This is an optimization exercise on Yosys and OpenROAD, whose aim is small area, not a production implementation.
Only simulation tests tie the RTL to the original design; equivalence was not proved.

File: flow/design.v
module regfile (
    input wire clk, rst,
    input wire [15:0] d,
    input wire [7:0] we,
    input wire [2:0] l_sel, r_sel,
    output wire [15:0] l_out, r_out,
    output wire [7:0] leds
);
reg [127:0] r;
genvar i;
generate
    for (i = 0; i < 8; i = i + 1) begin : gp
        always @(posedge clk)
            if (rst | we[i])
                r[16*i +: 16] <= d & {16{~rst}};
    end
endgenerate
assign l_out = r[16*l_sel +: 16] & {16{~rst}};
assign r_out = r[16*r_sel +: 16] & {16{~rst}};
assign leds = r[7:0] & {8{~rst}};
endmodule
module fadd (
    input wire a, b, c,
    output wire s, co
);
assign s  = a ^ b ^ c;
assign co = (a & b) | (c & (a ^ b));
endmodule
module alu (
    input wire [15:0] a_in,
    input wire [15:0] b_in,
    output wire [15:0] out,
    input wire c_add, c_sub, c_and, c_or, c_xor, c_shl, c_shr, c_mul, c_div, c_pa, c_pb,
    input wire carry_in,
    output wire [4:0] flags
);
wire [16:0] ac;
wire [15:0] as;
assign ac[0] = carry_in ^ c_sub;
genvar k;
generate
    for (k = 0; k < 16; k = k + 1) begin : addc
        fadd f(a_in[k], b_in[k] ^ c_sub, ac[k], as[k], ac[k+1]);
    end
endgenerate
wire carry_out = ac[16] ^ c_sub;
wire dv = c_div | c_shr;
wire sh = c_shl | c_shr;
wire [15:0] oh = 16'b1 << b_in[3:0];
wire big = |b_in[15:4];
wire [15:0] y = sh ? oh : b_in;
wire [16:0] hz;     
wire [3:0] gz;      
wire [16:0] hl;     
generate
    for (k = 0; k < 4; k = k + 1) begin : gzc
        assign gz[k] = ~|y[4*k+3:4*k];
    end
    for (k = 15; k >= 0; k = k - 1) begin : hlc
        if (k % 4 == 3) begin : t
            assign hl[k] = ~y[k];
        end else begin : c
            assign hl[k] = hl[k+1] & ~y[k];
        end
    end
endgenerate
assign hz[16] = 1'b1;
assign hz[15] = hl[15];
assign hz[14] = hl[14];
assign hz[13] = hl[13];
assign hz[12] = hl[12];
assign hz[11] = hl[11] & gz[3];
assign hz[10] = hl[10] & gz[3];
assign hz[9]  = hl[9]  & gz[3];
assign hz[8]  = hl[8]  & gz[3];
assign hz[7]  = hl[7]  & gz[3] & gz[2];
assign hz[6]  = hl[6]  & gz[3] & gz[2];
assign hz[5]  = hl[5]  & gz[3] & gz[2];
assign hz[4]  = hl[4]  & gz[3] & gz[2];
assign hz[3]  = hl[3]  & gz[3] & gz[2] & gz[1];
assign hz[2]  = hl[2]  & gz[3] & gz[2] & gz[1];
assign hz[1]  = hl[1]  & gz[3] & gz[2] & gz[1];
assign hz[0]  = hl[0]  & gz[3] & gz[2] & gz[1];
wire [15:0] q;      
wire [0:0] l0, y0, s0, r0, g0, p0;
wire [1:0] c0;
assign l0 = dv & a_in[15];
assign y0 = dv ? ~y[0:0] : (a_in[0:0] & {1{y[15]}});
assign g0 = l0 & y0;
assign p0 = l0 | y0;
assign c0[0] = dv;
fadd f0_0(l0[0], y0[0], c0[0], s0[0], c0[1]);
assign q[0] = c0[1] & hz[1];
assign r0 = (dv & ~q[0]) ? l0 : s0;
wire [1:0] l1, y1, s1, r1, g1, p1;
wire [2:0] c1;
assign l1 = {r0[0:0], dv & a_in[14]};
assign y1 = dv ? ~y[1:0] : (a_in[1:0] & {2{y[14]}});
assign g1 = l1 & y1;
assign p1 = l1 | y1;
assign c1[0] = dv;
wire m1_1;
fadd f1_0(l1[0], y1[0], c1[0], s1[0], m1_1);
fadd f1_1(l1[1], y1[1], m1_1, s1[1], c1[2]);
assign q[1] = c1[2] & hz[2];
assign r1 = (dv & ~q[1]) ? l1 : s1;
wire [2:0] l2, y2, s2, r2, g2, p2;
wire [3:0] c2;
assign l2 = {r1[1:0], dv & a_in[13]};
assign y2 = dv ? ~y[2:0] : (a_in[2:0] & {3{y[13]}});
assign g2 = l2 & y2;
assign p2 = l2 | y2;
assign c2[0] = dv;
wire m2_1;
fadd f2_0(l2[0], y2[0], c2[0], s2[0], m2_1);
fadd f2_1(l2[1], y2[1], m2_1, s2[1], c2[2]);
fadd f2_2(l2[2], y2[2], c2[2], s2[2], c2[3]);
assign q[2] = c2[3] & hz[3];
assign r2 = (dv & ~q[2]) ? l2 : s2;
wire [3:0] l3, y3, s3, r3, g3, p3;
wire [4:0] c3;
assign l3 = {r2[2:0], dv & a_in[12]};
assign y3 = dv ? ~y[3:0] : (a_in[3:0] & {4{y[12]}});
assign g3 = l3 & y3;
assign p3 = l3 | y3;
assign c3[0] = dv;
wire m3_1;
fadd f3_0(l3[0], y3[0], c3[0], s3[0], m3_1);
wire m3_2;
fadd f3_1(l3[1], y3[1], m3_1, s3[1], m3_2);
assign c3[2] = (g3[0] & p3[1]) | (g3[1]) | (p3[0] & p3[1] & c3[0]);
wire m3_3;
fadd f3_2(l3[2], y3[2], c3[2], s3[2], m3_3);
wire m3_4;
fadd f3_3(l3[3], y3[3], m3_3, s3[3], m3_4);
assign c3[4] = (g3[2] & p3[3]) | (g3[3]) | (p3[2] & p3[3] & c3[2]);
assign q[3] = c3[4] & hz[4];
assign r3 = (dv & ~q[3]) ? l3 : s3;
wire [4:0] l4, y4, s4, r4, g4, p4;
wire [5:0] c4;
assign l4 = {r3[3:0], dv & a_in[11]};
assign y4 = dv ? ~y[4:0] : (a_in[4:0] & {5{y[11]}});
assign g4 = l4 & y4;
assign p4 = l4 | y4;
assign c4[0] = dv;
wire m4_1;
fadd f4_0(l4[0], y4[0], c4[0], s4[0], m4_1);
wire m4_2;
fadd f4_1(l4[1], y4[1], m4_1, s4[1], m4_2);
assign c4[2] = (g4[0] & p4[1]) | (g4[1]) | (p4[0] & p4[1] & c4[0]);
wire m4_3;
fadd f4_2(l4[2], y4[2], c4[2], s4[2], m4_3);
wire m4_4;
fadd f4_3(l4[3], y4[3], m4_3, s4[3], m4_4);
assign c4[4] = (g4[2] & p4[3]) | (g4[3]) | (p4[2] & p4[3] & c4[2]);
fadd f4_4(l4[4], y4[4], c4[4], s4[4], c4[5]);
assign q[4] = c4[5] & hz[5];
assign r4 = (dv & ~q[4]) ? l4 : s4;
wire [5:0] l5, y5, s5, r5, g5, p5;
wire [6:0] c5;
assign l5 = {r4[4:0], dv & a_in[10]};
assign y5 = dv ? ~y[5:0] : (a_in[5:0] & {6{y[10]}});
assign g5 = l5 & y5;
assign p5 = l5 | y5;
assign c5[0] = dv;
wire m5_1;
fadd f5_0(l5[0], y5[0], c5[0], s5[0], m5_1);
wire m5_2;
fadd f5_1(l5[1], y5[1], m5_1, s5[1], m5_2);
assign c5[2] = (g5[0] & p5[1]) | (g5[1]) | (p5[0] & p5[1] & c5[0]);
wire m5_3;
fadd f5_2(l5[2], y5[2], c5[2], s5[2], m5_3);
wire m5_4;
fadd f5_3(l5[3], y5[3], m5_3, s5[3], m5_4);
assign c5[4] = (g5[2] & p5[3]) | (g5[3]) | (p5[2] & p5[3] & c5[2]);
wire m5_5;
fadd f5_4(l5[4], y5[4], c5[4], s5[4], m5_5);
wire m5_6;
fadd f5_5(l5[5], y5[5], m5_5, s5[5], m5_6);
assign c5[6] = (g5[4] & p5[5]) | (g5[5]) | (p5[4] & p5[5] & c5[4]);
assign q[5] = c5[6] & hz[6];
assign r5 = (dv & ~q[5]) ? l5 : s5;
wire [6:0] l6, y6, s6, r6, g6, p6;
wire [7:0] c6;
assign l6 = {r5[5:0], dv & a_in[9]};
assign y6 = dv ? ~y[6:0] : (a_in[6:0] & {7{y[9]}});
assign g6 = l6 & y6;
assign p6 = l6 | y6;
assign c6[0] = dv;
wire m6_1;
fadd f6_0(l6[0], y6[0], c6[0], s6[0], m6_1);
wire m6_2;
fadd f6_1(l6[1], y6[1], m6_1, s6[1], m6_2);
assign c6[2] = (g6[0] & p6[1]) | (g6[1]) | (p6[0] & p6[1] & c6[0]);
wire m6_3;
fadd f6_2(l6[2], y6[2], c6[2], s6[2], m6_3);
wire m6_4;
fadd f6_3(l6[3], y6[3], m6_3, s6[3], m6_4);
assign c6[4] = (g6[2] & p6[3]) | (g6[3]) | (p6[2] & p6[3] & c6[2]);
wire m6_5;
fadd f6_4(l6[4], y6[4], c6[4], s6[4], m6_5);
wire m6_6;
fadd f6_5(l6[5], y6[5], m6_5, s6[5], m6_6);
assign c6[6] = (g6[4] & p6[5]) | (g6[5]) | (p6[4] & p6[5] & c6[4]);
fadd f6_6(l6[6], y6[6], c6[6], s6[6], c6[7]);
assign q[6] = c6[7] & hz[7];
assign r6 = (dv & ~q[6]) ? l6 : s6;
wire [7:0] l7, y7, s7, r7, g7, p7;
wire [8:0] c7;
assign l7 = {r6[6:0], dv & a_in[8]};
assign y7 = dv ? ~y[7:0] : (a_in[7:0] & {8{y[8]}});
assign g7 = l7 & y7;
assign p7 = l7 | y7;
assign c7[0] = dv;
wire m7_1;
fadd f7_0(l7[0], y7[0], c7[0], s7[0], m7_1);
wire m7_2;
fadd f7_1(l7[1], y7[1], m7_1, s7[1], m7_2);
assign c7[2] = (g7[0] & p7[1]) | (g7[1]) | (p7[0] & p7[1] & c7[0]);
wire m7_3;
fadd f7_2(l7[2], y7[2], c7[2], s7[2], m7_3);
wire m7_4;
fadd f7_3(l7[3], y7[3], m7_3, s7[3], m7_4);
assign c7[4] = (g7[2] & p7[3]) | (g7[3]) | (p7[2] & p7[3] & c7[2]);
wire m7_5;
fadd f7_4(l7[4], y7[4], c7[4], s7[4], m7_5);
wire m7_6;
fadd f7_5(l7[5], y7[5], m7_5, s7[5], m7_6);
assign c7[6] = (g7[4] & p7[5]) | (g7[5]) | (p7[4] & p7[5] & c7[4]);
wire m7_7;
fadd f7_6(l7[6], y7[6], c7[6], s7[6], m7_7);
wire m7_8;
fadd f7_7(l7[7], y7[7], m7_7, s7[7], m7_8);
assign c7[8] = (g7[6] & p7[7]) | (g7[7]) | (p7[6] & p7[7] & c7[6]);
assign q[7] = c7[8] & hz[8];
assign r7 = (dv & ~q[7]) ? l7 : s7;
wire [8:0] l8, y8, s8, r8, g8, p8;
wire [9:0] c8;
assign l8 = {r7[7:0], dv & a_in[7]};
assign y8 = dv ? ~y[8:0] : (a_in[8:0] & {9{y[7]}});
assign g8 = l8 & y8;
assign p8 = l8 | y8;
assign c8[0] = dv;
wire m8_1;
fadd f8_0(l8[0], y8[0], c8[0], s8[0], m8_1);
wire m8_2;
fadd f8_1(l8[1], y8[1], m8_1, s8[1], m8_2);
assign c8[2] = (g8[0] & p8[1]) | (g8[1]) | (p8[0] & p8[1] & c8[0]);
wire m8_3;
fadd f8_2(l8[2], y8[2], c8[2], s8[2], m8_3);
wire m8_4;
fadd f8_3(l8[3], y8[3], m8_3, s8[3], m8_4);
assign c8[4] = (g8[2] & p8[3]) | (g8[3]) | (p8[2] & p8[3] & c8[2]);
wire m8_5;
fadd f8_4(l8[4], y8[4], c8[4], s8[4], m8_5);
wire m8_6;
fadd f8_5(l8[5], y8[5], m8_5, s8[5], m8_6);
assign c8[6] = (g8[4] & p8[5]) | (g8[5]) | (p8[4] & p8[5] & c8[4]);
wire m8_7;
fadd f8_6(l8[6], y8[6], c8[6], s8[6], m8_7);
wire m8_8;
fadd f8_7(l8[7], y8[7], m8_7, s8[7], m8_8);
assign c8[8] = (g8[6] & p8[7]) | (g8[7]) | (p8[6] & p8[7] & c8[6]);
fadd f8_8(l8[8], y8[8], c8[8], s8[8], c8[9]);
assign q[8] = c8[9] & hz[9];
assign r8 = (dv & ~q[8]) ? l8 : s8;
wire [9:0] l9, y9, s9, r9, g9, p9;
wire [10:0] c9;
assign l9 = {r8[8:0], dv & a_in[6]};
assign y9 = dv ? ~y[9:0] : (a_in[9:0] & {10{y[6]}});
assign g9 = l9 & y9;
assign p9 = l9 | y9;
assign c9[0] = dv;
wire m9_1;
fadd f9_0(l9[0], y9[0], c9[0], s9[0], m9_1);
wire m9_2;
fadd f9_1(l9[1], y9[1], m9_1, s9[1], m9_2);
assign c9[2] = (g9[0] & p9[1]) | (g9[1]) | (p9[0] & p9[1] & c9[0]);
wire m9_3;
fadd f9_2(l9[2], y9[2], c9[2], s9[2], m9_3);
wire m9_4;
fadd f9_3(l9[3], y9[3], m9_3, s9[3], m9_4);
assign c9[4] = (g9[2] & p9[3]) | (g9[3]) | (p9[2] & p9[3] & c9[2]);
wire m9_5;
fadd f9_4(l9[4], y9[4], c9[4], s9[4], m9_5);
wire m9_6;
fadd f9_5(l9[5], y9[5], m9_5, s9[5], m9_6);
assign c9[6] = (g9[4] & p9[5]) | (g9[5]) | (p9[4] & p9[5] & c9[4]);
wire m9_7;
fadd f9_6(l9[6], y9[6], c9[6], s9[6], m9_7);
wire m9_8;
fadd f9_7(l9[7], y9[7], m9_7, s9[7], m9_8);
assign c9[8] = (g9[6] & p9[7]) | (g9[7]) | (p9[6] & p9[7] & c9[6]);
wire m9_9;
fadd f9_8(l9[8], y9[8], c9[8], s9[8], m9_9);
wire m9_10;
fadd f9_9(l9[9], y9[9], m9_9, s9[9], m9_10);
assign c9[10] = (g9[8] & p9[9]) | (g9[9]) | (p9[8] & p9[9] & c9[8]);
assign q[9] = c9[10] & hz[10];
assign r9 = (dv & ~q[9]) ? l9 : s9;
wire [10:0] l10, y10, s10, r10, g10, p10;
wire [11:0] c10;
assign l10 = {r9[9:0], dv & a_in[5]};
assign y10 = dv ? ~y[10:0] : (a_in[10:0] & {11{y[5]}});
assign g10 = l10 & y10;
assign p10 = l10 | y10;
assign c10[0] = dv;
wire m10_1;
fadd f10_0(l10[0], y10[0], c10[0], s10[0], m10_1);
wire m10_2;
fadd f10_1(l10[1], y10[1], m10_1, s10[1], m10_2);
assign c10[2] = (g10[0] & p10[1]) | (g10[1]) | (p10[0] & p10[1] & c10[0]);
wire m10_3;
fadd f10_2(l10[2], y10[2], c10[2], s10[2], m10_3);
wire m10_4;
fadd f10_3(l10[3], y10[3], m10_3, s10[3], m10_4);
assign c10[4] = (g10[2] & p10[3]) | (g10[3]) | (p10[2] & p10[3] & c10[2]);
wire m10_5;
fadd f10_4(l10[4], y10[4], c10[4], s10[4], m10_5);
wire m10_6;
fadd f10_5(l10[5], y10[5], m10_5, s10[5], m10_6);
assign c10[6] = (g10[4] & p10[5]) | (g10[5]) | (p10[4] & p10[5] & c10[4]);
wire m10_7;
fadd f10_6(l10[6], y10[6], c10[6], s10[6], m10_7);
wire m10_8;
fadd f10_7(l10[7], y10[7], m10_7, s10[7], m10_8);
assign c10[8] = (g10[6] & p10[7]) | (g10[7]) | (p10[6] & p10[7] & c10[6]);
wire m10_9;
fadd f10_8(l10[8], y10[8], c10[8], s10[8], m10_9);
wire m10_10;
fadd f10_9(l10[9], y10[9], m10_9, s10[9], m10_10);
assign c10[10] = (g10[8] & p10[9]) | (g10[9]) | (p10[8] & p10[9] & c10[8]);
fadd f10_10(l10[10], y10[10], c10[10], s10[10], c10[11]);
assign q[10] = c10[11] & hz[11];
assign r10 = (dv & ~q[10]) ? l10 : s10;
wire [11:0] l11, y11, s11, r11, g11, p11;
wire [12:0] c11;
assign l11 = {r10[10:0], dv & a_in[4]};
assign y11 = dv ? ~y[11:0] : (a_in[11:0] & {12{y[4]}});
assign g11 = l11 & y11;
assign p11 = l11 | y11;
assign c11[0] = dv;
wire m11_1;
fadd f11_0(l11[0], y11[0], c11[0], s11[0], m11_1);
wire m11_2;
fadd f11_1(l11[1], y11[1], m11_1, s11[1], m11_2);
assign c11[2] = (g11[0] & p11[1]) | (g11[1]) | (p11[0] & p11[1] & c11[0]);
wire m11_3;
fadd f11_2(l11[2], y11[2], c11[2], s11[2], m11_3);
wire m11_4;
fadd f11_3(l11[3], y11[3], m11_3, s11[3], m11_4);
assign c11[4] = (g11[2] & p11[3]) | (g11[3]) | (p11[2] & p11[3] & c11[2]);
wire m11_5;
fadd f11_4(l11[4], y11[4], c11[4], s11[4], m11_5);
wire m11_6;
fadd f11_5(l11[5], y11[5], m11_5, s11[5], m11_6);
assign c11[6] = (g11[4] & p11[5]) | (g11[5]) | (p11[4] & p11[5] & c11[4]);
wire m11_7;
fadd f11_6(l11[6], y11[6], c11[6], s11[6], m11_7);
wire m11_8;
fadd f11_7(l11[7], y11[7], m11_7, s11[7], m11_8);
assign c11[8] = (g11[6] & p11[7]) | (g11[7]) | (p11[6] & p11[7] & c11[6]);
wire m11_9;
fadd f11_8(l11[8], y11[8], c11[8], s11[8], m11_9);
wire m11_10;
fadd f11_9(l11[9], y11[9], m11_9, s11[9], m11_10);
assign c11[10] = (g11[8] & p11[9]) | (g11[9]) | (p11[8] & p11[9] & c11[8]);
wire m11_11;
fadd f11_10(l11[10], y11[10], c11[10], s11[10], m11_11);
wire m11_12;
fadd f11_11(l11[11], y11[11], m11_11, s11[11], m11_12);
assign c11[12] = (g11[10] & p11[11]) | (g11[11]) | (p11[10] & p11[11] & c11[10]);
assign q[11] = c11[12] & hz[12];
assign r11 = (dv & ~q[11]) ? l11 : s11;
wire [12:0] l12, y12, s12, r12, g12, p12;
wire [13:0] c12;
assign l12 = {r11[11:0], dv & a_in[3]};
assign y12 = dv ? ~y[12:0] : (a_in[12:0] & {13{y[3]}});
assign g12 = l12 & y12;
assign p12 = l12 | y12;
assign c12[0] = dv;
wire m12_1;
fadd f12_0(l12[0], y12[0], c12[0], s12[0], m12_1);
wire m12_2;
fadd f12_1(l12[1], y12[1], m12_1, s12[1], m12_2);
assign c12[2] = (g12[0] & p12[1]) | (g12[1]) | (p12[0] & p12[1] & c12[0]);
wire m12_3;
fadd f12_2(l12[2], y12[2], c12[2], s12[2], m12_3);
wire m12_4;
fadd f12_3(l12[3], y12[3], m12_3, s12[3], m12_4);
assign c12[4] = (g12[2] & p12[3]) | (g12[3]) | (p12[2] & p12[3] & c12[2]);
wire m12_5;
fadd f12_4(l12[4], y12[4], c12[4], s12[4], m12_5);
wire m12_6;
fadd f12_5(l12[5], y12[5], m12_5, s12[5], m12_6);
assign c12[6] = (g12[4] & p12[5]) | (g12[5]) | (p12[4] & p12[5] & c12[4]);
wire m12_7;
fadd f12_6(l12[6], y12[6], c12[6], s12[6], m12_7);
wire m12_8;
fadd f12_7(l12[7], y12[7], m12_7, s12[7], m12_8);
assign c12[8] = (g12[6] & p12[7]) | (g12[7]) | (p12[6] & p12[7] & c12[6]);
wire m12_9;
fadd f12_8(l12[8], y12[8], c12[8], s12[8], m12_9);
wire m12_10;
fadd f12_9(l12[9], y12[9], m12_9, s12[9], m12_10);
assign c12[10] = (g12[8] & p12[9]) | (g12[9]) | (p12[8] & p12[9] & c12[8]);
wire m12_11;
fadd f12_10(l12[10], y12[10], c12[10], s12[10], m12_11);
wire m12_12;
fadd f12_11(l12[11], y12[11], m12_11, s12[11], m12_12);
assign c12[12] = (g12[10] & p12[11]) | (g12[11]) | (p12[10] & p12[11] & c12[10]);
fadd f12_12(l12[12], y12[12], c12[12], s12[12], c12[13]);
assign q[12] = c12[13] & hz[13];
assign r12 = (dv & ~q[12]) ? l12 : s12;
wire [13:0] l13, y13, s13, r13, g13, p13;
wire [14:0] c13;
assign l13 = {r12[12:0], dv & a_in[2]};
assign y13 = dv ? ~y[13:0] : (a_in[13:0] & {14{y[2]}});
assign g13 = l13 & y13;
assign p13 = l13 | y13;
assign c13[0] = dv;
wire m13_1;
fadd f13_0(l13[0], y13[0], c13[0], s13[0], m13_1);
wire m13_2;
fadd f13_1(l13[1], y13[1], m13_1, s13[1], m13_2);
assign c13[2] = (g13[0] & p13[1]) | (g13[1]) | (p13[0] & p13[1] & c13[0]);
wire m13_3;
fadd f13_2(l13[2], y13[2], c13[2], s13[2], m13_3);
wire m13_4;
fadd f13_3(l13[3], y13[3], m13_3, s13[3], m13_4);
assign c13[4] = (g13[2] & p13[3]) | (g13[3]) | (p13[2] & p13[3] & c13[2]);
wire m13_5;
fadd f13_4(l13[4], y13[4], c13[4], s13[4], m13_5);
wire m13_6;
fadd f13_5(l13[5], y13[5], m13_5, s13[5], m13_6);
assign c13[6] = (g13[4] & p13[5]) | (g13[5]) | (p13[4] & p13[5] & c13[4]);
wire m13_7;
fadd f13_6(l13[6], y13[6], c13[6], s13[6], m13_7);
wire m13_8;
fadd f13_7(l13[7], y13[7], m13_7, s13[7], m13_8);
assign c13[8] = (g13[6] & p13[7]) | (g13[7]) | (p13[6] & p13[7] & c13[6]);
wire m13_9;
fadd f13_8(l13[8], y13[8], c13[8], s13[8], m13_9);
wire m13_10;
fadd f13_9(l13[9], y13[9], m13_9, s13[9], m13_10);
assign c13[10] = (g13[8] & p13[9]) | (g13[9]) | (p13[8] & p13[9] & c13[8]);
wire m13_11;
fadd f13_10(l13[10], y13[10], c13[10], s13[10], m13_11);
wire m13_12;
fadd f13_11(l13[11], y13[11], m13_11, s13[11], m13_12);
assign c13[12] = (g13[10] & p13[11]) | (g13[11]) | (p13[10] & p13[11] & c13[10]);
wire m13_13;
fadd f13_12(l13[12], y13[12], c13[12], s13[12], m13_13);
wire m13_14;
fadd f13_13(l13[13], y13[13], m13_13, s13[13], m13_14);
assign c13[14] = (g13[12] & p13[13]) | (g13[13]) | (p13[12] & p13[13] & c13[12]);
assign q[13] = c13[14] & hz[14];
assign r13 = (dv & ~q[13]) ? l13 : s13;
wire [14:0] l14, y14, s14, r14, g14, p14;
wire [15:0] c14;
assign l14 = {r13[13:0], dv & a_in[1]};
assign y14 = dv ? ~y[14:0] : (a_in[14:0] & {15{y[1]}});
assign g14 = l14 & y14;
assign p14 = l14 | y14;
assign c14[0] = dv;
wire m14_1;
fadd f14_0(l14[0], y14[0], c14[0], s14[0], m14_1);
wire m14_2;
fadd f14_1(l14[1], y14[1], m14_1, s14[1], m14_2);
assign c14[2] = (g14[0] & p14[1]) | (g14[1]) | (p14[0] & p14[1] & c14[0]);
wire m14_3;
fadd f14_2(l14[2], y14[2], c14[2], s14[2], m14_3);
wire m14_4;
fadd f14_3(l14[3], y14[3], m14_3, s14[3], m14_4);
assign c14[4] = (g14[2] & p14[3]) | (g14[3]) | (p14[2] & p14[3] & c14[2]);
wire m14_5;
fadd f14_4(l14[4], y14[4], c14[4], s14[4], m14_5);
wire m14_6;
fadd f14_5(l14[5], y14[5], m14_5, s14[5], m14_6);
assign c14[6] = (g14[4] & p14[5]) | (g14[5]) | (p14[4] & p14[5] & c14[4]);
wire m14_7;
fadd f14_6(l14[6], y14[6], c14[6], s14[6], m14_7);
wire m14_8;
fadd f14_7(l14[7], y14[7], m14_7, s14[7], m14_8);
assign c14[8] = (g14[6] & p14[7]) | (g14[7]) | (p14[6] & p14[7] & c14[6]);
wire m14_9;
fadd f14_8(l14[8], y14[8], c14[8], s14[8], m14_9);
wire m14_10;
fadd f14_9(l14[9], y14[9], m14_9, s14[9], m14_10);
assign c14[10] = (g14[8] & p14[9]) | (g14[9]) | (p14[8] & p14[9] & c14[8]);
wire m14_11;
fadd f14_10(l14[10], y14[10], c14[10], s14[10], m14_11);
wire m14_12;
fadd f14_11(l14[11], y14[11], m14_11, s14[11], m14_12);
assign c14[12] = (g14[10] & p14[11]) | (g14[11]) | (p14[10] & p14[11] & c14[10]);
wire m14_13;
fadd f14_12(l14[12], y14[12], c14[12], s14[12], m14_13);
wire m14_14;
fadd f14_13(l14[13], y14[13], m14_13, s14[13], m14_14);
assign c14[14] = (g14[12] & p14[13]) | (g14[13]) | (p14[12] & p14[13] & c14[12]);
fadd f14_14(l14[14], y14[14], c14[14], s14[14], c14[15]);
assign q[14] = c14[15] & hz[15];
assign r14 = (dv & ~q[14]) ? l14 : s14;
wire [15:0] l15, y15, s15, r15, g15, p15;
wire [16:0] c15;
assign l15 = {r14[14:0], dv & a_in[0]};
assign y15 = dv ? ~y[15:0] : (a_in[15:0] & {16{y[0]}});
assign g15 = l15 & y15;
assign p15 = l15 | y15;
assign c15[0] = dv;
wire m15_1;
fadd f15_0(l15[0], y15[0], c15[0], s15[0], m15_1);
wire m15_2;
fadd f15_1(l15[1], y15[1], m15_1, s15[1], m15_2);
assign c15[2] = (g15[0] & p15[1]) | (g15[1]) | (p15[0] & p15[1] & c15[0]);
wire m15_3;
fadd f15_2(l15[2], y15[2], c15[2], s15[2], m15_3);
wire m15_4;
fadd f15_3(l15[3], y15[3], m15_3, s15[3], m15_4);
assign c15[4] = (g15[2] & p15[3]) | (g15[3]) | (p15[2] & p15[3] & c15[2]);
wire m15_5;
fadd f15_4(l15[4], y15[4], c15[4], s15[4], m15_5);
wire m15_6;
fadd f15_5(l15[5], y15[5], m15_5, s15[5], m15_6);
assign c15[6] = (g15[4] & p15[5]) | (g15[5]) | (p15[4] & p15[5] & c15[4]);
wire m15_7;
fadd f15_6(l15[6], y15[6], c15[6], s15[6], m15_7);
wire m15_8;
fadd f15_7(l15[7], y15[7], m15_7, s15[7], m15_8);
assign c15[8] = (g15[6] & p15[7]) | (g15[7]) | (p15[6] & p15[7] & c15[6]);
wire m15_9;
fadd f15_8(l15[8], y15[8], c15[8], s15[8], m15_9);
wire m15_10;
fadd f15_9(l15[9], y15[9], m15_9, s15[9], m15_10);
assign c15[10] = (g15[8] & p15[9]) | (g15[9]) | (p15[8] & p15[9] & c15[8]);
wire m15_11;
fadd f15_10(l15[10], y15[10], c15[10], s15[10], m15_11);
wire m15_12;
fadd f15_11(l15[11], y15[11], m15_11, s15[11], m15_12);
assign c15[12] = (g15[10] & p15[11]) | (g15[11]) | (p15[10] & p15[11] & c15[10]);
wire m15_13;
fadd f15_12(l15[12], y15[12], c15[12], s15[12], m15_13);
wire m15_14;
fadd f15_13(l15[13], y15[13], m15_13, s15[13], m15_14);
assign c15[14] = (g15[12] & p15[13]) | (g15[13]) | (p15[12] & p15[13] & c15[12]);
wire m15_15;
fadd f15_14(l15[14], y15[14], c15[14], s15[14], m15_15);
wire m15_16;
fadd f15_15(l15[15], y15[15], m15_15, s15[15], m15_16);
assign c15[16] = (g15[14] & p15[15]) | (g15[15]) | (p15[14] & p15[15] & c15[14]);
assign q[15] = c15[16];
assign r15 = s15;
wire [15:0] prod = r15;
wire [15:0] quot;
generate
    for (k = 0; k < 16; k = k + 1) begin : qr
        assign quot[15-k] = q[k];
    end
endgenerate
wire lg3 = c_and | c_or | c_pa | c_pb;
wire lg2 = c_or | c_xor | c_pa;
wire lg1 = c_or | c_xor | c_pb;
wire [15:0] lu = (a_in & b_in & {16{lg3}}) | (a_in & ~b_in & {16{lg2}}) | (~a_in & b_in & {16{lg1}});
wire sel_p = c_mul | (c_shl & ~big);
wire sel_q = c_div | (c_shr & ~big);
wire sel_a = c_add | c_sub;
assign out = lu | (as & {16{sel_a}}) | (prod & {16{sel_p}}) | (quot & {16{sel_q}});
wire m0 = c_sub | c_or | c_shl | c_mul | c_pa;
assign flags[0] = ~(|out);
assign flags[1] = sel_a & carry_out;
assign flags[2] = out[15];
assign flags[3] = ((a_in[15] ^ b_in[15]) ^ ~m0) & ((b_in[15] ^ out[15]) ^ m0);
assign flags[4] = ^out;
endmodule
module pc (
    input wire [15:0] in,
    output reg [15:0] out,
    input wire clk, inc, ie, irq, rst,
    output reg [15:0] saved_pc,
    output reg chg           
);
wire [15:0] t1 = ie ? in : out;
wire [15:0] t2 = inc ? t1 + 16'b1 : t1;
wire take = irq & (ie | inc);
wire [15:0] nx = take ? 16'b1 : t2;
always @(posedge clk, posedge rst) begin
    if (rst) begin
        out <= 16'b0;
        chg <= 1'b1;
    end else begin
        out <= nx;
        chg <= nx != out;
    end
end
always @(posedge clk) begin
    if (rst)
        saved_pc <= 16'b0;
    else if (take)
        saved_pc <= t2;
end
endmodule
module decoder (
    input wire [15:0] instr,
    output wire pc_inc, pc_ie, reg_in_mux_ctl, alu_r_mux_ctl, alu_cin, ram_write, ram_read,
    output wire alu_flags_ie, reg_sr_in, sr_ie, sr_pc_over, ram_read_done, pc_sr_ie, irq_instr, jtr_op,
    output wire c_add, c_sub, c_and, c_or, c_xor, c_shl, c_shr, c_mul, c_div, c_pa, c_pb,
    output wire [2:0] reg_l_ctl, reg_r_ctl,
    output wire [7:0] gp_reg_ie,
    input wire mem_busy, mem_ready,
    input wire [4:0] flags
);
wire [6:0] op = instr[6:0];
wire [2:0] tg = instr[9:7];
wire [2:0] fo = instr[12:10];
wire [2:0] so = instr[15:13];
wire o_mov = op == 7'h01, o_ldd = op == 7'h02, o_ldo = op == 7'h03, o_ldi = op == 7'h04;
wire o_std = op == 7'h05, o_sto = op == 7'h06, o_add = op == 7'h07, o_adi = op == 7'h08;
wire o_adc = op == 7'h09, o_sub = op == 7'h0A, o_suc = op == 7'h0B, o_cmp = op == 7'h0C;
wire o_cmi = op == 7'h0D, o_jmp = op == 7'h0E, o_jal = op == 7'h0F, o_srl = op == 7'h10;
wire o_srs = op == 7'h11, o_sys = op == 7'h12, o_and = op == 7'h13, o_orr = op == 7'h14;
wire o_xor = op == 7'h15, o_ani = op == 7'h16, o_ori = op == 7'h17, o_xoi = op == 7'h18;
wire o_shl = op == 7'h19, o_shr = op == 7'h1A, o_cai = op == 7'h1B, o_mul = op == 7'h1C;
wire o_div = op == 7'h1D, o_irt = op == 7'h1E;
reg jmp_en;
always @(*) begin
    case (instr[10:7])
        4'b0001: jmp_en = flags[1];
        4'b0010: jmp_en = flags[0];
        4'b0011: jmp_en = flags[2];
        4'b0100: jmp_en = ~(flags[2] | flags[0]);
        4'b0101: jmp_en = flags[0] | flags[2];
        4'b0110: jmp_en = ~flags[2];
        4'b0111: jmp_en = ~flags[0];
        4'b1000: jmp_en = flags[3];
        4'b1001: jmp_en = flags[3];
        default: jmp_en = 1'b1;
    endcase
end
wire ld = o_ldd | o_ldo;
wire st = o_std | o_sto;
wire ld_wait = ld & ~mem_busy & ~mem_ready;
assign pc_inc = ~((ld & (mem_busy | ~mem_ready)) | (st & mem_busy) | (o_jmp & jmp_en) | o_jal | o_irt);
assign pc_ie = (o_jmp & jmp_en) | o_jal | o_irt;
assign reg_in_mux_ctl = ld & ~mem_busy;
assign ram_read_done = ld & ~mem_busy & mem_ready;
assign ram_read = ld_wait;
assign ram_write = st & ~mem_busy;
assign alu_r_mux_ctl = ld | o_ldi | st | o_adi | o_cmi | o_jmp | o_jal | o_ani | o_ori | o_xoi | o_cai;
assign alu_cin = (o_adc | o_suc) & flags[1];
assign alu_flags_ie = o_add | o_adi | o_adc | o_sub | o_suc | o_cmp | o_cmi | o_and | o_orr | o_xor
                    | o_ani | o_ori | o_xoi | o_shl | o_shr | o_cai | o_mul | o_div;
assign reg_sr_in = o_jal | o_srl;
assign sr_ie = o_srs;
assign sr_pc_over = o_jal;
assign pc_sr_ie = o_irt;
assign irq_instr = o_sys;
assign jtr_op = o_jmp | o_jal | o_irt;
assign c_sub = o_sub | o_suc | o_cmp | o_cmi;
assign c_and = o_and | o_ani | o_cai;
assign c_or  = o_orr | o_ori;
assign c_xor = o_xor | o_xoi;
assign c_shl = o_shl;
assign c_shr = o_shr;
assign c_mul = o_mul;
assign c_div = o_div;
assign c_pa  = o_mov;
assign c_pb  = o_ldd | o_ldi | o_std | o_jmp | o_jal | o_srs;
assign c_add = ~(c_sub | c_and | c_or | c_xor | c_shl | c_shr | c_mul | c_div | c_pa | c_pb);
wire l_fo = o_mov | o_ldo | o_add | o_adi | o_adc | o_sub | o_suc | o_cmp | o_cmi | o_and | o_orr | o_xor
          | o_ani | o_ori | o_xoi | o_shl | o_shr | o_cai | o_mul | o_div;
assign reg_l_ctl = l_fo ? fo : o_sto ? so : 3'b0;
wire r_so = o_add | o_adc | o_sub | o_suc | o_cmp | o_and | o_orr | o_xor | o_shl | o_shr | o_mul | o_div;
assign reg_r_ctl = r_so ? so : (o_std | o_sto | o_srs) ? fo : 3'b0;
wire we = o_mov | (ld & ~mem_busy & mem_ready) | o_ldi | o_add | o_adi | o_adc | o_sub | o_suc
        | o_jal | o_srl | o_and | o_orr | o_xor | o_ani | o_ori | o_xoi | o_shl | o_shr | o_mul | o_div;
assign gp_reg_ie = {8{we}} & (8'b1 << tg);
endmodule
module fetch (
    input wire clk,
    input wire [15:0] pc_in,
    input wire pc_chg,               
    input wire [31:0] ram_data,
    input wire ram_busy, ram_cack, ram_data_ready,
    output reg ram_read,
    output reg [31:0] instr_out,
    output wire [15:0] ram_addr,
    output reg ram_addr_ovr,
    output reg pc_hold,
    input wire flag_boot_mode,
    input wire rst,
    input wire irq_in, irq_en,
    output reg irq_p,
    input wire [7:0] pc_page_in
);
reg [1:0] state;
reg c_acked;
reg [31:0] pref_instr;
reg [7:0] prev_pc_page, saved_pc_page;
reg prev_irq;
reg [3:0] ra_hi;
reg [11:0] ra_lo;
assign ram_addr = {ra_hi, ra_lo};
function pok(input [6:0] o);
    pok = o != 7'h02 && o != 7'h03 && o != 7'h05 && o != 7'h06;
endfunction
wire chg = pc_chg | (pc_page_in != prev_pc_page);
wire hit = pc_in == ram_addr && pc_page_in == saved_pc_page;
wire [15:0] pc_nx = pc_in + 16'b1;
reg n_rd, n_ovr, n_hold, n_ack, ld_addr, ld_pref;
reg [1:0] n_state;
reg [15:0] n_addr;
reg [1:0] isel;   
always @(*) begin
    n_rd = ram_read; n_ovr = ram_addr_ovr; n_hold = pc_hold; n_ack = c_acked;
    n_state = state; ld_addr = 1'b0; n_addr = pc_in; ld_pref = 1'b0;
    isel = 2'd0;
    if (chg) begin
        n_hold = 1'b1;
        isel = 2'd1;
    end
    case (state)
        2'd0: begin
            if ((chg | pc_hold) & ~ram_busy) begin
                n_rd = 1'b1; n_ovr = 1'b1; ld_addr = 1'b1; n_addr = pc_in; n_state = 2'd1;
            end else if (pok(instr_out[6:0])) begin
                n_rd = 1'b1; n_ovr = 1'b1; ld_addr = 1'b1; n_addr = pc_nx; n_state = 2'd2;
            end
        end
        2'd1: begin
            if (~ram_cack & ~c_acked) begin
                n_rd = 1'b1; n_ovr = 1'b1;
            end else begin
                n_rd = 1'b0; n_ack = 1'b1;
                if (ram_data_ready) begin
                    n_ack = 1'b0; n_hold = 1'b0; isel = 2'd2;
                    if (pok(ram_data[6:0])) begin
                        n_rd = 1'b1; n_ovr = 1'b1; ld_addr = 1'b1; n_addr = pc_nx; n_state = 2'd2;
                    end else begin
                        n_ovr = 1'b0; n_state = 2'd0;
                    end
                end else
                    n_ovr = 1'b1;
            end
        end
        2'd2: begin
            if (~ram_cack & ~c_acked) begin
                n_rd = 1'b1; n_ovr = 1'b1;
            end else begin
                n_rd = 1'b0; n_ack = 1'b1;
                if (ram_data_ready & (chg | pc_hold)) begin
                    n_ack = 1'b0;
                    if (hit) begin
                        n_ovr = 1'b0; n_hold = 1'b0; isel = 2'd2;
                        if (pok(ram_data[6:0])) begin
                            n_rd = 1'b1; n_ovr = 1'b1; ld_addr = 1'b1; n_addr = pc_nx; n_state = 2'd2;
                        end else begin
                            n_ovr = 1'b0; n_state = 2'd0;
                        end
                    end else begin
                        n_rd = 1'b1; n_ovr = 1'b1; ld_addr = 1'b1; n_addr = pc_in; n_state = 2'd1;
                    end
                end else if (ram_data_ready) begin
                    n_ack = 1'b0; ld_pref = 1'b1; n_state = 2'd3;
                end else
                    n_ovr = 1'b1;
            end
        end
        2'd3: begin
            if (chg | pc_hold) begin
                if (hit) begin
                    n_ack = 1'b0; n_hold = 1'b0; isel = 2'd3;
                    if (pok(pref_instr[6:0])) begin
                        n_rd = 1'b1; n_ovr = 1'b1; ld_addr = 1'b1; n_addr = pc_nx; n_state = 2'd2;
                    end else begin
                        n_ovr = 1'b0; n_state = 2'd0;
                    end
                end else begin
                    n_rd = 1'b1; n_ovr = 1'b1; ld_addr = 1'b1; n_addr = pc_in; n_state = 2'd1;
                end
            end
        end
    endcase
end
wire run = ~flag_boot_mode;
always @(negedge clk, posedge rst) begin
    if (rst) begin
        ram_read <= 1'b0;
        instr_out <= 32'b0;
        ra_hi <= 4'b0;
        ram_addr_ovr <= 1'b0;
        pc_hold <= 1'b0;
        state <= 2'b0;
        c_acked <= 1'b0;
        irq_p <= 1'b0;
        prev_irq <= 1'b0;
    end else begin
        if (run) begin
            ram_read <= n_rd;
            ram_addr_ovr <= n_ovr;
            pc_hold <= n_hold;
            c_acked <= n_ack;
            state <= n_state;
            if (ld_addr)
                ra_hi <= n_addr[15:12];
            case (isel)
                2'd1: instr_out <= 32'b0;
                2'd2: instr_out <= ram_data;
                2'd3: instr_out <= pref_instr;
                default: ;
            endcase
        end
        if (pc_in == 16'b1 && pc_page_in == 8'b0 && irq_p)
            irq_p <= 1'b0;
        else if (irq_in & ~prev_irq & irq_en)
            irq_p <= 1'b1;
        prev_irq <= irq_in;
    end
end
always @(negedge clk) begin
    if (run & ld_addr) begin
        ra_lo <= n_addr[11:0];
        saved_pc_page <= pc_page_in;
    end
    if (run & ld_pref)
        pref_instr <= ram_data;
    prev_pc_page <= pc_page_in;
end
endmodule
module sregs (
    input wire clk,
    input wire rst,
    input wire sr_ie,
    input wire [15:0] sr_sel, sr_in,
    input wire jtr_op,
    output wire [15:0] sr_out,       
    output wire boot_mode, instr_mem_over,
    input wire irq_in, irq_instr,
    output wire irq_en,
    input wire out_addr_ovr, pc_move,
    input wire [4:0] alu_flags_in,
    output reg [4:0] alu_flags,
    input wire alu_flags_ie,
    input wire [15:0] saved_pc,
    output reg [15:0] irq_pc,
    input wire [15:0] addr_in,
    output wire [19:0] addr_out,
    input wire [15:0] prog_in,
    output wire [19:0] prog_out,
    output wire [7:0] prog_page_out
);
reg [3:0] rt_mode;
reg [1:0] jtr_mode, jtr_mode_buff;
reg [3:0] irq_flags;
reg [15:0] virt_scratch_reg;
reg [127:0] mem_page, prog_page;
wire hi0 = sr_sel[15:3] == 13'b0;
wire s1 = hi0 & sr_sel[2:0] == 3'd1;
wire s2 = hi0 & sr_sel[2:0] == 3'd2;
wire s3 = hi0 & sr_sel[2:0] == 3'd3;
wire s4 = hi0 & sr_sel[2:0] == 3'd4;
wire s5 = hi0 & sr_sel[2:0] == 3'd5;
wire s6 = hi0 & sr_sel[2:0] == 3'd6;
wire sel0 = hi0 & sr_sel[2:0] == 3'd0;
wire irq_take = irq_in & rt_mode[2] & pc_move;
always @(posedge clk, posedge rst) begin
    if (rst) begin
        rt_mode <= 4'b0001;
        jtr_mode <= 2'b01;
        jtr_mode_buff <= 2'b01;
        alu_flags <= 5'b0;
    end else begin
        if (sr_ie & s1 & rt_mode[0])
            rt_mode <= sr_in[3:0];
        if (sr_ie & s2)
            jtr_mode_buff <= sr_in[1:0];
        if ((jtr_op | (sr_ie & sel0)) & pc_move)
            jtr_mode <= jtr_mode_buff;
        if (out_addr_ovr)
            rt_mode[2] <= 1'b1;
        if (irq_take) begin
            rt_mode[0] <= 1'b1;
            rt_mode[3] <= 1'b0;
            jtr_mode[1] <= 1'b0;
            jtr_mode_buff[1] <= 1'b0;
            rt_mode[2] <= 1'b0;
        end
        if (alu_flags_ie)
            alu_flags <= alu_flags_in;
        else if (sr_ie & s4)
            alu_flags <= sr_in[4:0];
    end
end
always @(posedge clk) begin
    if (rst) begin
        irq_pc <= 16'b0;
        virt_scratch_reg <= 16'b0;
        irq_flags <= 4'b0;
    end else begin
        if (sr_ie & s3)
            irq_pc <= sr_in;
        if (sr_ie & s6)
            virt_scratch_reg <= sr_in;
        if (irq_take)
            irq_flags <= {irq_instr, rt_mode[0], jtr_mode[1], rt_mode[3]};
    end
end
wire mp_wr = sr_ie & rt_mode[0] & (sr_sel[15:4] == 12'd1);
wire pp_wr = sr_ie & rt_mode[0] & (sr_sel[15:4] == 12'd2);
wire [7:0] pdin = sr_in[7:0] & {8{~rst}};
genvar i;
generate
    for (i = 0; i < 16; i = i + 1) begin : pt
        always @(posedge clk)
            if (rst | (mp_wr & sr_sel[3:0] == i))
                mem_page[8*i +: 8] <= pdin;
        always @(posedge clk)
            if (rst | (pp_wr & sr_sel[3:0] == i))
                prog_page[8*i +: 8] <= pdin;
    end
endgenerate
assign boot_mode = jtr_mode[0];
assign instr_mem_over = rt_mode[1];
assign irq_en = rt_mode[2];
assign sr_out = ({16{s1}} & {12'b0, rt_mode})
              | ({16{s2}} & {14'b0, jtr_mode})
              | ({16{s3}} & saved_pc)
              | ({16{s4}} & {11'b0, alu_flags})
              | ({16{s5}} & {12'b0, irq_flags})
              | ({16{s6}} & virt_scratch_reg);
wire [7:0] mp = mem_page[8*addr_in[15:12] +: 8];
wire [7:0] pp = prog_page[8*prog_in[15:12] +: 8];
assign addr_out = rt_mode[3] ? {mp, addr_in[11:0]} : {4'b0, addr_in};
assign prog_page_out = jtr_mode[1] ? pp : {4'b0, prog_in[15:12]};
assign prog_out = {prog_page_out, prog_in[11:0]};
endmodule
module cpu (
    input wire clk, rst,
    output wire [19:0] e_addr_bus,
    output wire [15:0] e_prog_addr, e_data,
    input wire [15:0] e_mem_bus,
    input wire [31:0] e_instr,
    input wire [31:0] e_sdram_instr,
    input wire e_mem_busy, e_mem_ready, e_mem_cack,
    input wire irq_in,
    output wire ram_read_out, ram_write, ram_instr_access, ram_read_done,
    output wire [7:0] e_reg_leds,
    output wire [3:0] e_pc_leds
);
wire [15:0] reg_l_bus, reg_r_bus, alu_bus, alu_r_mux, reg_in_mux, spec_reg_out, sr_out;
wire [15:0] prog_addr, saved_pc, irq_pc, fetch_addr;
wire [31:0] instr_bus, fetch_instr_bus;
wire [19:0] alu_bus_paged, fetch_addr_paged;
wire [7:0] prog_page;
wire [4:0] alu_flags_f, alu_flags_out;
wire [2:0] reg_l_ctl, reg_r_ctl;
wire [7:0] gp_reg_ie;
wire pc_inc, pc_ie, reg_in_mux_ctl, alu_r_mux_ctl, alu_cin, alu_flags_ie, reg_sr_in, sr_ie, sr_pc_over, ram_read, irq_instr, pc_sr_ie, jtr_op;
wire c_add, c_sub, c_and, c_or, c_xor, c_shl, c_shr, c_mul, c_div, c_pa, c_pb;
wire fetch_ram_read, fetch_wait, fetch_addr_mux, irq_p, irq_en, pc_chg;
wire flag_boot_mode, flag_instr_mem_over;
wire sel0 = instr_bus[31:16] == 16'b0;
wire adv = ~fetch_wait | flag_boot_mode;
wire pc_ie_g = (pc_ie | (sr_ie & sel0)) & adv;
wire pc_inc_g = pc_inc & adv;
regfile gp(clk, rst, reg_in_mux, gp_reg_ie, reg_l_ctl, reg_r_ctl, reg_l_bus, reg_r_bus, e_reg_leds);
alu alu(reg_l_bus, alu_r_mux, alu_bus, c_add, c_sub, c_and, c_or, c_xor, c_shl, c_shr, c_mul, c_div, c_pa, c_pb,
    alu_cin, alu_flags_f);
pc pc(pc_sr_ie ? irq_pc : alu_r_mux, prog_addr, clk, pc_inc_g, pc_ie_g, irq_p | irq_instr, rst, saved_pc, pc_chg);
decoder decoder(instr_bus[15:0], pc_inc, pc_ie, reg_in_mux_ctl, alu_r_mux_ctl, alu_cin, ram_write, ram_read,
    alu_flags_ie, reg_sr_in, sr_ie, sr_pc_over, ram_read_done, pc_sr_ie, irq_instr, jtr_op,
    c_add, c_sub, c_and, c_or, c_xor, c_shl, c_shr, c_mul, c_div, c_pa, c_pb,
    reg_l_ctl, reg_r_ctl, gp_reg_ie, e_mem_busy, e_mem_ready, alu_flags_out);
fetch fetch(clk, prog_addr, pc_chg, e_sdram_instr, e_mem_busy, e_mem_cack, e_mem_ready, fetch_ram_read, fetch_instr_bus,
    fetch_addr, fetch_addr_mux, fetch_wait, flag_boot_mode, rst, irq_in, irq_en, irq_p, prog_page);
sregs sregs(clk, rst, sr_ie, instr_bus[31:16], reg_r_bus, jtr_op, sr_out, flag_boot_mode, flag_instr_mem_over,
    irq_p | irq_instr, irq_instr, irq_en, pc_sr_ie, pc_ie_g | pc_inc_g,
    alu_flags_f, alu_flags_out, alu_flags_ie, saved_pc, irq_pc,
    alu_bus, alu_bus_paged, fetch_addr, fetch_addr_paged, prog_page);
assign spec_reg_out = (sel0 | sr_pc_over) ? prog_addr : sr_out;
assign reg_in_mux = reg_sr_in ? spec_reg_out : reg_in_mux_ctl ? e_mem_bus : alu_bus;
assign alu_r_mux = alu_r_mux_ctl ? instr_bus[31:16] : reg_r_bus;
assign e_addr_bus = fetch_addr_mux ? fetch_addr_paged : alu_bus_paged;
assign instr_bus = flag_boot_mode ? e_instr : fetch_instr_bus;
assign e_prog_addr = prog_addr;
assign e_data = reg_r_bus;
assign e_pc_leds = prog_addr[3:0];
assign ram_read_out = ram_read | fetch_ram_read;
assign ram_instr_access = fetch_addr_mux | flag_instr_mem_over;
endmodule
File: flow/flow/run.sh
#!/bin/bash
# Own layout flow: the standard ORFS flow, except that
#  - ABC maps the logic with an area-oriented script, then resizes for delay (flow/amap.abc),
#  - ports are buffered with the smallest buffer,
#  - CTS inserts no dummy loads and uses the smaller clock buffers,
#  - half-adder cells are not used (synthesis keeps full adders only).
# Every tool's output goes to a log in this folder (make_*.log) and under orfs/logs.
set -euo pipefail
W=$(pwd)
# synthesis script: the standard flow's, with the ABC mapping script replaced
{
  head -n 1 synth_recipe.tcl
  cat <<'T'
proc abc {args} {
  set i [lsearch -exact $args -script]
  if { $i >= 0 } { set args [lreplace $args [expr {$i+1}] [expr {$i+1}] $::env(MY_ABC_SCRIPT)] }
  yosys abc {*}$args
}
T
  tail -n +2 synth_recipe.tcl
} > my_synth.tcl
sed -e "s#SYNTH_SCRIPT=[^ ]*#SYNTH_SCRIPT=$W/my_synth.tcl#" \
    -e 's#CLKGATE_MAP_FILE= #CLKGATE_MAP_FILE= "DONT_USE_CELLS=${DU_LIST}" #' standard.sh > my_standard.sh
export MY_ABC_SCRIPT=$W/flow/amap.abc
export BUFFER_PORTS_ARGS="-buffer_cell sky130_fd_sc_hd__buf_1"
export CTS_ARGS="-sink_clustering_enable -repair_clock_nets -dont_use_dummy_load -buf_list {sky130_fd_sc_hd__clkbuf_8} -sink_clustering_size 14 -sink_clustering_max_diameter 90"
# the platform's don't-use cells, and the half adders
DU_LIST=$(sed -n '/^export DONT_USE_CELLS/,/^$/p' "$FLOW_HOME/platforms/$FLOW_PLATFORM/config.mk" \
  | sed -e 's/export DONT_USE_CELLS += //' -e 's/\\//' | tr -s ' \n' '  ')
export DU_LIST="$DU_LIST sky130_fd_sc_hd__ha_1 sky130_fd_sc_hd__ha_2 sky130_fd_sc_hd__ha_4"
bash my_standard.sh "${1:-finish}" > make_${1:-finish}.log 2>&1
[ -n "${1:-}" ] || test -f out/final.def
File: flow/flow/amap.abc
strash
dch -f
amap
topo
stime -c
buffer -c
upsize -c
dnsize -c
File: flow/standard.sh
#!/bin/bash
# synth_recipe.tcl (not shown) runs the flow's synth.tcl, then flattens the netlist and writes it again
# the make line also repeats each setting of config.mk as NAME=value (left out here)
make -C /OpenROAD-flow-scripts/flow DESIGN_CONFIG=/design/flow/config.mk WORK_HOME=/design/flow/orfs CLKGATE_MAP_FILE= SYNTH_SCRIPT=/design/flow/synth_recipe.tcl "${@:-finish}"
File: flow/config.mk
export PLATFORM = sky130hd
export DESIGN_NAME = cpu
export DESIGN_NICKNAME = cpu
export VERILOG_FILES = /design/flow/design.v
export SDC_FILE = /design/flow/constraint.sdc
export NUM_CORES = 4
export LEC_CHECK = 0
export ABC_AREA = 1
export ABC_CLOCK_PERIOD_IN_PS = 36000
export CAP_MARGIN = 20
export CORE_MARGIN = 2
export CORE_UTILIZATION = 55
export PLACE_DENSITY = 0.85
export SLEW_MARGIN = 20
File: flow/constraint.sdc
create_clock -name core_clock -period 140.0 [get_ports {clk}]
set_input_delay 28.0000 -clock core_clock [delete_from_list [all_inputs] [get_ports {clk}]]
set_output_delay 28.0000 -clock core_clock [all_outputs]
set_load 0.01 [all_outputs]
==> impl_metrics.yaml, run 1 <==
route:
  ant_nets: 0
  finalWirelength_um: 124000
  avgViaCountPerCell: 7.19
  vias: 33500
  drtPass1Iterations: 8
  post_drt_wl_per_cell_um: 26.6
  drc: 0
  drt-initial-drc-count: 5590
clock_network:
  holdBufCountCts: 0
  numCtsBuffers: 46
  cts_num_sinks: 570
  clockBufferDepth: 3
  htreeDepth: 2
  root_buffer: "clkbuf_8"
  clock_latency_ns: 0.69
  cts_tree: "yes"
  clkSlewWorstSetupHoldPaths_ns: 0.06
grt:
  gr-total-overflow: 0
  grt_pass1_vias: 30800
  antenna_found_initial: 5
  grt_max_degree: 78
  grt_use_total_pct: 37.3
  grt_pass1_wl_um: 184000
cells_and_area:
  layout-drive-gt1-share_pct: 10.7
  stdcell_count: 4658
  syn_to_final_growth_pct: 8.89
  finish.utilization_pct: 60.8
  final_nets: 3993
  reg.largest.list: "gp.r (128), sregs.mem_page (128), sregs.prog_page (128)"
  fillers: 5146
setup_path:
  crit_top_cell: "o22ai_1"
  cpMaxStageDelayCell: "nor4_1"
  startpoint_type: "flop"
  slowest_delay_ns: 0.84
  crit_arrival_ns: 109.49
  critPathKind: "reg2out"
  critPathMaxFanout: 53
  ff2ff_path_depth: 222
  end_kind: "output pin"
  worstPathRequired_ns: 112.00
die:
  die_x_um: 255
  coreArea_mm2: 0.0619
  fp.dieH_um: 255
  start_util_pct: 55.9
  die-area_mm2: 0.0649
  io_pins: 154
  fp-row-count: 91
synthesis:
  ys_seq_elements: 570
  synth_warnings: 5
  synthesis.area_mm2: 0.0346
  synth-edff-count: 436
  seq_area_frac_synth_pct: 46.7
  synth_cell_types: 93
  synth_ff_type: "edfxtp_1"
  avgSynthCellArea_um2: 9.46
  async_reset_ff_share_pct: 13.0
  syn_inst: 3657
  synth_fp_nets: 3831
sta:
  drv_slew: 0
  clock_skew_ns: 0.0967
  slew_headroom_pct: 18.4
  hold_ws_ns: 0.435
  finalSetupTns_ns: 0
  setup_viol: 0
  worstMarginPinSlew_ns: 1.22
  finalHoldViolCount: 0
placement:
  port_buffers: 153
  dp_cells: 4519
  hpwl_um: 87000
  gp_congestion: 1.08
job:
  cap_violations: 0
min_path:
  hold_depth: 2
  min_path_type: "reg2reg"
run_status:
  status: "finished clean"
[kinds of logic (layout without fill, tap and decap cells)]
group,after synthesis,count (layout),share of synthesized area [%]
buffers and inverters,509,669,5.89
AOI/OAI and AO/OA,1566,1566,30.2
xor gates and xnor gates,2,2,0.0506
DFF,570,570,46.7
adders and majority gates,88,88,5.09
other,0,4,0
and+or+nand+nor,922,922,12.1
[metal layers]
layer	track usage, %	up-vias	part of all wire (%)
met5	0	-	0.014
met4	19.3	4	5.9
met3	8.89	489	14
met2	56.3	2812	43
met1	50.3	15800	36
li1	-	14400	-
[Yosys cell counts, types with 15 or more instances]
| library cell | instances | area [um^2] |
|---|---|---|
| a21oi_1 | 194 | 971 |
| nor3_1 | 71 | 355 |
| o32ai_1 | 20 | 175 |
| o22ai_1 | 503 | 3150 |
| inv_1 | 232 | 871 |
| buf_1 | 18 | 67.6 |
| nand4_1 | 15 | 93.8 |
| clkinv_1 | 18 | 67.6 |
| or2_2 | 17 | 106 |
| o21a_1 | 28 | 210 |
| a31oi_1 | 29 | 181 |
| fa_1 | 88 | 1760 |
| buf_2 | 16 | 80.1 |
| dfrtn_1 | 44 | 1100 |
| nand3_1 | 28 | 140 |
| or3_1 | 39 | 244 |
| edfxtp_1 | 436 | 13100 |
| inv_2 | 24 | 90.1 |
| dfrtp_1 | 26 | 651 |
| dfxtp_1 | 60 | 1200 |
| a22oi_1 | 83 | 623 |
| nor4_1 | 18 | 113 |
| o221ai_1 | 62 | 543 |
| o22a_1 | 18 | 158 |
| buf_4 | 19 | 143 |
| o21ai_1 | 36 | 180 |
| nand2_1 | 228 | 856 |
| a211oi_1 | 39 | 293 |
| nor2b_1 | 39 | 244 |
| a221oi_1 | 78 | 683 |
| nor2_1 | 413 | 1550 |
| clkbuf_1 | 174 | 653 |
| o221a_2 | 37 | 417 |
| or4_1 | 16 | 120 |
| o22ai_2 | 18 | 225 |
| o21ai_0 | 313 | 1570 |
[stage by stage]
stage | instance area (um^2) | setup slack [ns]
after CTS | 37000 | 0.0155
final | 37700 | 2.51
after floorplan | 34600 | 7.81
after detailed placement | 36100 | -0.259
after global routing | 37700 | -0.383
after global placement | 36100 | 1.22
[layout by cell type (no fill, tap or decap), types with 28 or more instances in the layout]
master	n
or3_1	39
fa_1	88
o21ai_0	299
a221oi_1	77
nor2_1	395
o21ai_1	48
o221ai_1	57
inv_1	284
buf_4	127
nor2b_1	39
buf_1	152
o21a_1	28
edfxtp_1	436
a211oi_1	36
nor3_1	66
nand3_1	28
clkbuf_8	46
nand2_1	225
dfxtp_1	60
dfrtn_1	44
a21oi_1	192
o221a_2	37
a22oi_1	83
o22ai_1	488
[final cells by class]
cell class / instances / area (um^2) / area share [%]
diodes: 4 / 10.0 / 0.0266
clock buffers: 46 / 633 / 1.68
clock inverters: 60 / 225 / 0.598
inverters: 276 / 1090 / 2.89
multi-input cells: 2578 / 16900 / 44.8
flip-flops and latches: 570 / 16200 / 42.9
well taps: 837 / 1050 / 2.78
repair buffers: 286 / 1620 / 4.31
repair inverters: 1 / 5.00 / 0.0133
[path summary, 6_finish.rpt]
kind                                                  from                              end  slack (ns)
hold reg to reg            fetch.instr_out[16]$_DFFE_NP0P_  fetch.instr_out[16]$_DFFE_NP0P_        0.44
hold / removal             fetch.instr_out[16]$_DFFE_NP0P_  fetch.instr_out[16]$_DFFE_NP0P_        0.44
setup reg to reg            fetch.instr_out[5]$_DFFE_NP0P_   sregs.alu_flags[4]$_DFFE_PP0P_       30.88
max in group asynchronous                              rst       fetch.ra_hi[2]$_DFFE_NP0P_       40.88
setup / recovery            fetch.instr_out[5]$_DFFE_NP0P_                   e_addr_bus[14]        2.51
min in group asynchronous                              rst             pc.out[12]$_DFF_PP0_       27.85
[repair_timing]
action	in CTS	in global routing
gates resized for setup	4	91
pin swaps	0	12
buffers inserted	0	28
setup endpoints to repair	8	20
cloned	0	1
[critical path, delay by kind of cell (launching register included)]
kind                     cells  cell delay (ns)
flip-flops                   1             0.47
AO/OA/AOI/OAI              120            20.63
buffers and inverters       31             5.88
AND/OR/NAND/NOR             57             8.82
adder cells (fa/ha/maj)      9             2.97
==> run 2: changes to the inputs <==
--- a/flow/flow/run.sh
+++ b/flow/flow/run.sh
@@ -3,7 +3,8 @@
 #  - ABC maps the logic with an area-oriented script, then resizes for delay (flow/amap.abc),
 #  - ports are buffered with the smallest buffer,
 #  - CTS inserts no dummy loads and uses the smaller clock buffers,
-#  - half-adder cells are not used (synthesis keeps full adders only).
+#  - half-adder cells are not used (synthesis keeps full adders only),
+#  - after global routing, cells off the critical paths are downsized (RECOVER_POWER).
 # Every tool's output goes to a log in this folder (make_*.log) and under orfs/logs.
 set -euo pipefail
 W=$(pwd)
@@ -20,10 +21,10 @@
   tail -n +2 synth_recipe.tcl
 } > my_synth.tcl
 sed -e "s#SYNTH_SCRIPT=[^ ]*#SYNTH_SCRIPT=$W/my_synth.tcl#" \
-    -e 's#CLKGATE_MAP_FILE= #CLKGATE_MAP_FILE= "DONT_USE_CELLS=${DU_LIST}" #' standard.sh > my_standard.sh
+    -e 's#CLKGATE_MAP_FILE= #CLKGATE_MAP_FILE= "DONT_USE_CELLS=${DU_LIST}" RECOVER_POWER=100 #' standard.sh > my_standard.sh
 export MY_ABC_SCRIPT=$W/flow/amap.abc
 export BUFFER_PORTS_ARGS="-buffer_cell sky130_fd_sc_hd__buf_1"
-export CTS_ARGS="-sink_clustering_enable -repair_clock_nets -dont_use_dummy_load -buf_list {sky130_fd_sc_hd__clkbuf_8} -sink_clustering_size 14 -sink_clustering_max_diameter 90"
+export CTS_ARGS="-sink_clustering_enable -repair_clock_nets -dont_use_dummy_load -buf_list {sky130_fd_sc_hd__clkbuf_4}"
 # the platform's don't-use cells, and the half adders
 DU_LIST=$(sed -n '/^export DONT_USE_CELLS/,/^$/p' "$FLOW_HOME/platforms/$FLOW_PLATFORM/config.mk" \
   | sed -e 's/export DONT_USE_CELLS += //' -e 's/\\//' | tr -s ' \n' '  ')
--- a/flow/config.mk
+++ b/flow/config.mk
@@ -9,6 +9,5 @@
 export ABC_CLOCK_PERIOD_IN_PS = 36000
 export CAP_MARGIN = 20
 export CORE_MARGIN = 2
-export CORE_UTILIZATION = 55
-export PLACE_DENSITY = 0.85
+export CORE_UTILIZATION = 65
 export SLEW_MARGIN = 20
==> impl_metrics.yaml, run 2 <==
placement:
  place_ws_ns: -0.710
  port_buffers: 153
  gp_congestion: 1.06
  dp_cells: 4384
  hpwl_um: 89000
sta:
  worstMarginPinSlew_ns: 3.40
  slew_headroom_pct: -126
  finalHoldViolCount: 0
  drv_slew: 147
  setup_viol: 0
  setup_slack_ns: 2.00
  clock_skew_ns: 0.211
  finalSetupTns_ns: 0
cells_and_area:
  finish.utilization_pct: 72.9
  layout_commonest_cell: "o22ai_1"
  final_cell_mix: "o22ai_1, edfxtp_1, nor2_1"
  reg.largest.list: "gp.r (128), sregs.mem_page (128), sregs.prog_page (128)"
  stdcell_count: 4648
  syn_to_final_growth_pct: 10.6
  layout-drive-gt1-share_pct: 13.5
  seqCellArea_mm2: 0.0162
  fillers: 3846
  multi_input_comb_area_mm2: 0.0170
  final_nets: 4134
die:
  start_util_pct: 65.8
  die_x_um: 235
  die-area_mm2: 0.0551
  fp-row-count: 84
  io_pins: 154
  coreArea_mm2: 0.0526
  fp.dieH_um: 235
route:
  drtPass1Iterations: 9
  vias: 35200
  drt-initial-drc-count: 6514
  finalWirelength_um: 131000
  avgViaCountPerCell: 7.56
  drc: 0
  post_drt_wl_per_cell_um: 28.1
  ant_nets: 0
setup_path:
  end_kind: "output pin"
  worstPathRequired_ns: 112.00
  reg2reg_to: "sregs.alu_flags[4]$_DFFE_PP0P_"
  startpoint_type: "flop"
  critPathMaxFanout: 21
  ff2ff_path_depth: 226
  cp_top_family: "compound AO/OA/AOI/OAI gates"
  crit_arrival_ns: 110.00
  r2r_setup_slack_ns: 30.34
  critPathKind: "reg2out"
  slowest_delay_ns: 0.53
  critPathBufInv: 32
  reg2reg_from: "fetch.instr_out[2]$_DFFE_NP0P_"
  cpMaxStageDelayCell: "dfrtn_1"
  crit_top_cell: "o21ai_0"
synthesis:
  synth_top_cell_by_area: "edfxtp_1"
  synth_ff_type: "edfxtp_1"
  synthTopCellsByCount: "o22ai_1, edfxtp_1, nor2_1"
  synth_warnings: 5
  synthTopCellsByArea: "edfxtp_1, o22ai_1, fa_1"
  synth_cell_types: 93
  avgSynthCellArea_um2: 9.46
  synth_most_common_cell: "o22ai_1"
  syn_inst: 3657
  synth-edff-count: 436
  synth_fp_nets: 3831
  ys_seq_elements: 570
  synth_top_cell_area_share_pct: 37.8
  synthesis.area_mm2: 0.0346
  seq_area_frac_synth_pct: 46.7
  async_reset_ff_share_pct: 13.0
clock_network:
  htreeDepth: 4
  clockBufferDepth: 3
  numCtsBuffers: 146
  cts_tree: "yes"
  holdBufCountCts: 0
  root_buffer: "clkbuf_4"
  cts_num_sinks: 570
  clkSlewWorstSetupHoldPaths_ns: 0.04
  clock_latency_ns: 0.98
min_path:
  min_path_type: "reg2reg"
  hold_end: "fetch.instr_out[10]$_DFFE_NP0P_"
  min-delay-start: "fetch.instr_out[10]$_DFFE_NP0P_"
  hold_depth: 2
grt:
  antenna_found_initial: 2
  grt_pass1_vias: 33000
  grt_pass1_wl_um: 192000
  grt_use_total_pct: 45.2
  gr-total-overflow: 0
  grt_max_degree: 83
run_status:
  violatedChecks: "capacitance limit, slew limit"
  status: "failed layout checks"
job:
  cap_violations: 2
## run 2: timing repair
item                                    in CTS  in global routing
pin swaps                                    0                 26
cloned                                       2                  3
buffers inserted                             0                 52
endpoints found under the setup margin       8                 20
resized for setup                           18                108
## run 2: per-layer routing
layer,GRT usage (%),vias to the layer above,wire length [um]
li1,-,14800,-
met1,59.4,16300,44900
met5,0,-,0
met2,66.8,3313,56000
met4,24.2,0,8860
met3,14.9,770,20900
## run 2: per-stage QoR
stage          area, um^2  hold WS, ns
3_3_place_gp        36000        0.416
3_5_place_dp        36100        0.421
6_report            38300        0.430
5_1_grt             38300        0.459
4_1_cts             37500        0.432
2_1_floorplan       34600        0.401
## run 2: final cells by class
class                      count  share of cell area, %
multi-input combinational   2579                   44.5
timing repair buffer         324                   4.71
timing repair inverter         3                 0.0523
clock buffer                 146                   2.86
inverter                     276                   2.84
antenna                        2                 0.0131
clock inverter                60                  0.588
tap                          688                   2.25
sequential                   570                   42.2
## run 2: worst register-to-register path: cells and delay by family (launching register included)
kind | cells | cell delay [ns]
AND/OR/NAND/NOR | 63 | 9.96
buffers and inverters | 31 | 4.80
flip-flops | 1 | 0.53
AO/OA/AOI/OAI | 124 | 21.73
adder cells (fa/ha/maj) | 8 | 2.57
## run 2: worst max-delay path by stage
stage / slack [ns] / to / startpoint / cells past startpoint
after floorplan: 7.81 / e_addr_bus[14] / fetch.instr_out[5]$_DFFE_NP0P_ / 216
after global placement: 1.30 / e_addr_bus[13] / fetch.instr_out[3]$_DFFE_NP0P_ / 219
after detailed placement: -0.71 / e_addr_bus[14] / fetch.instr_out[3]$_DFFE_NP0P_ / 217
after CTS: 0.02 / e_addr_bus[14] / fetch.instr_out[2]$_DFFE_NP0P_ / 221
after global routing: -0.57 / e_addr_bus[18] / fetch.instr_out[6]$_DFFE_NP0P_ / 226
final: 2.00 / e_addr_bus[18] / fetch.instr_out[2]$_DFFE_NP0P_ / 224
## run 2: cells by family (layout without fill, tap and decap cells)
group	after synthesis	count (layout)	share of synthesized area, %
fa+ha+maj	88	88	5.09
simple gates	922	923	12.1
xor+xnor	2	2	0.0506
flops	570	570	46.7
other cells	0	2	0
buf+inv	509	809	5.89
compound gates	1566	1566	30.2
